This is an optimization exercise on Yosys and OpenROAD, whose aim is small area, a short achievable clock period and few clock cycles per item, not a production implementation.
RTL that was checked went through simulation tests only; none was proved equivalent to the original.
Power and IR drop assume default switching activity.

// suma_fp
module suma_fp(input clk, input rst, input start, input [31:0] A, B, output [31:0] Y, output done);
export LEC_CHECK = 0
export CAP_MARGIN = 20
export CORE_MARGIN = 2
export CORE_UTILIZATION = 40
export PLACE_DENSITY = 0.6
export SLEW_MARGIN = 20
create_clock -name core_clock -period 20.0 [get_ports {clk}]
standard.sh (not shown) runs the stock make flow with config.mk's settings and CLKGATE_MAP_FILE= SYNTH_SCRIPT=/design/flow/synth_recipe.tcl, a recipe that flattens the netlist after the stock synthesis.
==> flow/flow/run.sh <==
#!/bin/bash
set -e
export BUFFER_PORTS_ARGS="-buffer_cell sky130_fd_sc_hd__buf_1"
bash standard.sh > standard.log 2>&1
The starting point passed the timing, design-rule and antenna checks.
Rerun with:
==> flow/run.sh (new file) <==
#!/bin/bash
# synth_recipe.tcl (not shown) runs the flow's synth.tcl, then flattens the netlist and writes it again
# the make line also repeats each setting of config.mk as NAME=value (left out here)
make -C /OpenROAD-flow-scripts/flow DESIGN_CONFIG=/design/flow/config.mk WORK_HOME=/design/flow/orfs CLKGATE_MAP_FILE= SYNTH_SCRIPT=/design/flow/synth_recipe.tcl finish
- ABC_CLOCK_PERIOD_IN_PS: not set -> 6000
removed: flow/flow/run.sh
removed: flow/standard.sh
What happened: Wire length grows slightly; sequential share of layout area shrinks by 0.53 points; die area stays the same; final cell count stays the same; worst setup slack gets worse by 0.26 ns; critical path depth does not change; clock-buffer cell count shrinks by 1; synthesized area is unchanged; utilization grows by 3.1 points; fmax shrinks by a few percent; synthesized cell count stays the same.
Rerun with:
- ABC_AREA: not set -> 1
- ABC_CLOCK_PERIOD_IN_PS: 6000 -> not set
Outcome: Sequential share of layout area rises by 0.75 points; final cell count rises by about 10%; first-iteration DRC count rises by 15%; design area falls by 9.0%; maximum frequency rises by about 6%; synthesized area falls by 10%; flip-flop and latch count is unchanged; core utilization rises by 0.96 points; die area falls by 9.9%.
Rerun with:
- ABC_AREA: 1 -> not set
- ABC_CLOCK_PERIOD_IN_PS: not set -> 3000
What happened: Count of clock-buffer cells in the layout climbs by 1; sequential power is higher by about 4%; total power decreases by 4.9%; wire length is higher by 15%; via count came out higher by 1.7%; sequential share of layout area is lower by 0.75 points; cell area went up by 9.9%; fmax drops by 5.7%; first-iteration DRC count came out lower by 13%; worst setup slack is worse by 0.66 ns.
No functional check of the RTL was part of any run of this note.

suma_fp, a different RTL version from the one above (not shown whole).
For scale: roughly 1100 cells after synthesis, roughly 36 flip-flops, ~0.0063 mm² of cells after synthesis.
export LEC_CHECK = 0
export ABC_AREA = 1
export CAP_MARGIN = 20
export CORE_MARGIN = 2
export CORE_UTILIZATION = 40
export PLACE_DENSITY = 0.6
export SLEW_MARGIN = 20
create_clock -name core_clock -period 20.0 [get_ports {clk}]
==> flow/flow/run.sh <==
#!/bin/bash
set -e
export BUFFER_PORTS_ARGS="-buffer_cell sky130_fd_sc_hd__buf_1"
export SETUP_SLACK_MARGIN=12
bash standard.sh > standard.log 2>&1
The starting point completed without violations.
Testbench counts at the start, summed over its fixed seeds: cycles 3,200, items 3,200.
Next try:
==> flow/flow/run.sh (replaced) <==
#!/bin/bash
set -e
export BUFFER_PORTS_ARGS="-buffer_cell sky130_fd_sc_hd__buf_1"
export SETUP_SLACK_MARGIN=0
bash standard.sh > standard.log 2>&1
Clock power shrinks by about 1%.
Cell area shrinks by about 20%.
Die area is unchanged.
Sequential share of layout area grows by 2.0 points.
Non-clock buffer count shrinks by 112.
Count of clock-buffer cells in the layout shrinks by 1.
Synthesized area is unchanged.
Next try:
==> flow/flow/run.sh (replaced) <==
#!/bin/bash
set -e
export BUFFER_PORTS_ARGS="-buffer_cell sky130_fd_sc_hd__buf_1"
export SETUP_SLACK_MARGIN=10.5
bash standard.sh > standard.log 2>&1
--- a/flow/config.mk
+++ b/flow/config.mk
@@ -8,6 +8,7 @@
 export ABC_AREA = 1
-export CAP_MARGIN = 20
+export CAP_MARGIN = 0
 export CORE_MARGIN = 2
-export CORE_UTILIZATION = 40
-export PLACE_DENSITY = 0.6
-export SLEW_MARGIN = 20
+export CORE_UTILIZATION = 75
+export CTS_BUF_LIST = sky130_fd_sc_hd__clkbuf_4
+export PLACE_DENSITY = 0.9
+export SLEW_MARGIN = 0
Total power came out lower slightly.
Area after synthesis stays the same.
Wire length came out higher by a few percent.
Utilization came out higher by 40 points.
Cell count came out lower by a few percent.
Sequential cell count does not change.
Sequential power barely changes.
Next try:
==> flow/flow/run.sh (replaced) <==
#!/bin/bash
set -e
export BUFFER_PORTS_ARGS="-buffer_cell sky130_fd_sc_hd__buf_1"
export SETUP_SLACK_MARGIN=10
bash standard.sh > standard.log 2>&1
--- a/flow/config.mk
+++ b/flow/config.mk
@@ -8,7 +8,6 @@
 export ABC_AREA = 1
-export CAP_MARGIN = 0
+export CAP_MARGIN = 20
 export CORE_MARGIN = 2
-export CORE_UTILIZATION = 75
-export CTS_BUF_LIST = sky130_fd_sc_hd__clkbuf_4
-export PLACE_DENSITY = 0.9
-export SLEW_MARGIN = 0
+export CORE_UTILIZATION = 40
+export PLACE_DENSITY = 0.6
+export SLEW_MARGIN = 20
Result: The new run completed without violations. Setup slack degrades by 0.047 ns. Via count went down by about 7%. Global-route usage went down by 18 points. Power went up by 2.3%. Cell count went up by 8.6%. Final area went up by about 3%. Die area went up by 83%. Wire length went down by 3.5%. Synthesized area does not change. Fmax went down by about 0.5%. Clock power went up by 140%.
Next try:
==> flow/flow/run.sh (replaced) <==
#!/bin/bash
set -e
export BUFFER_PORTS_ARGS="-buffer_cell sky130_fd_sc_hd__buf_1"
export SETUP_SLACK_MARGIN=11
bash standard.sh > standard.log 2>&1
The new run produced a clean layout.
Synthesized area does not change.
Die area is unchanged.
Clock power drops by 16%.
Routed wire length rose by 7.6%.
Fmax rises by 5.4%.
Via count rose by 1.8%.
Worst hold slack gets better by 0.0044 ns.
Critical path depth went down by 1.
Sequential power stays flat.
Synthesized cell count stays the same.
Setup slack gains 0.48 ns.

==> separate check: timing with driven ports <==
The results above use ideal ports. As a check the final layouts listed here were re-extracted and re-timed, cells and wires unchanged. Step 1 assumes that a clkbuf_16 drives the clock port and a buf_2 every other input. Step 2 adds t to the input delays and takes it off the output delays; t is the mean of the earliest and latest rising clock arrival at the registers after step 1. Input paths then give back, and output paths get back, about the clock's delay inside the block. Slacks: ideal ports / drivers / drivers and shift; pairs: ideal ports / drivers.
run | shift t [ns] | setup WS [ns] | worst slew at a driven data input, ns
the first run of note 1 | 0.303 | 8.774 / 8.787 / 8.484 | 0.06
the second run of note 1 | 0.305 | 8.511 / 8.521 / 8.215 | 0.04
the third run of note 1 | 0.325 | 9.170 / 9.182 / 8.858 | 0.05
the fourth run of note 1 | 0.305 | 8.511 / 8.521 / 8.215 | 0.04
the first run of note 2 | 0.310 | 11.026 / 11.013 / 10.703 | 0.06
the second run of note 2 | 0.302 | 9.521 / 9.533 / 9.231 | 0.04
the third run of note 2 | 0.354 | 10.635 / 10.642 / 10.287 | 0.06
the fourth run of note 2 | 0.303 | 10.588 / 10.600 / 10.297 | 0.04
the fifth run of note 2 | 0.304 | 11.073 / 11.057 / 10.753 | 0.06
After both steps setup and hold are still met in every run listed. For the third run of note 2, which loses most, drivers alone change the setup slack by +0.007 ns; drivers and shift together by -0.348 ns.
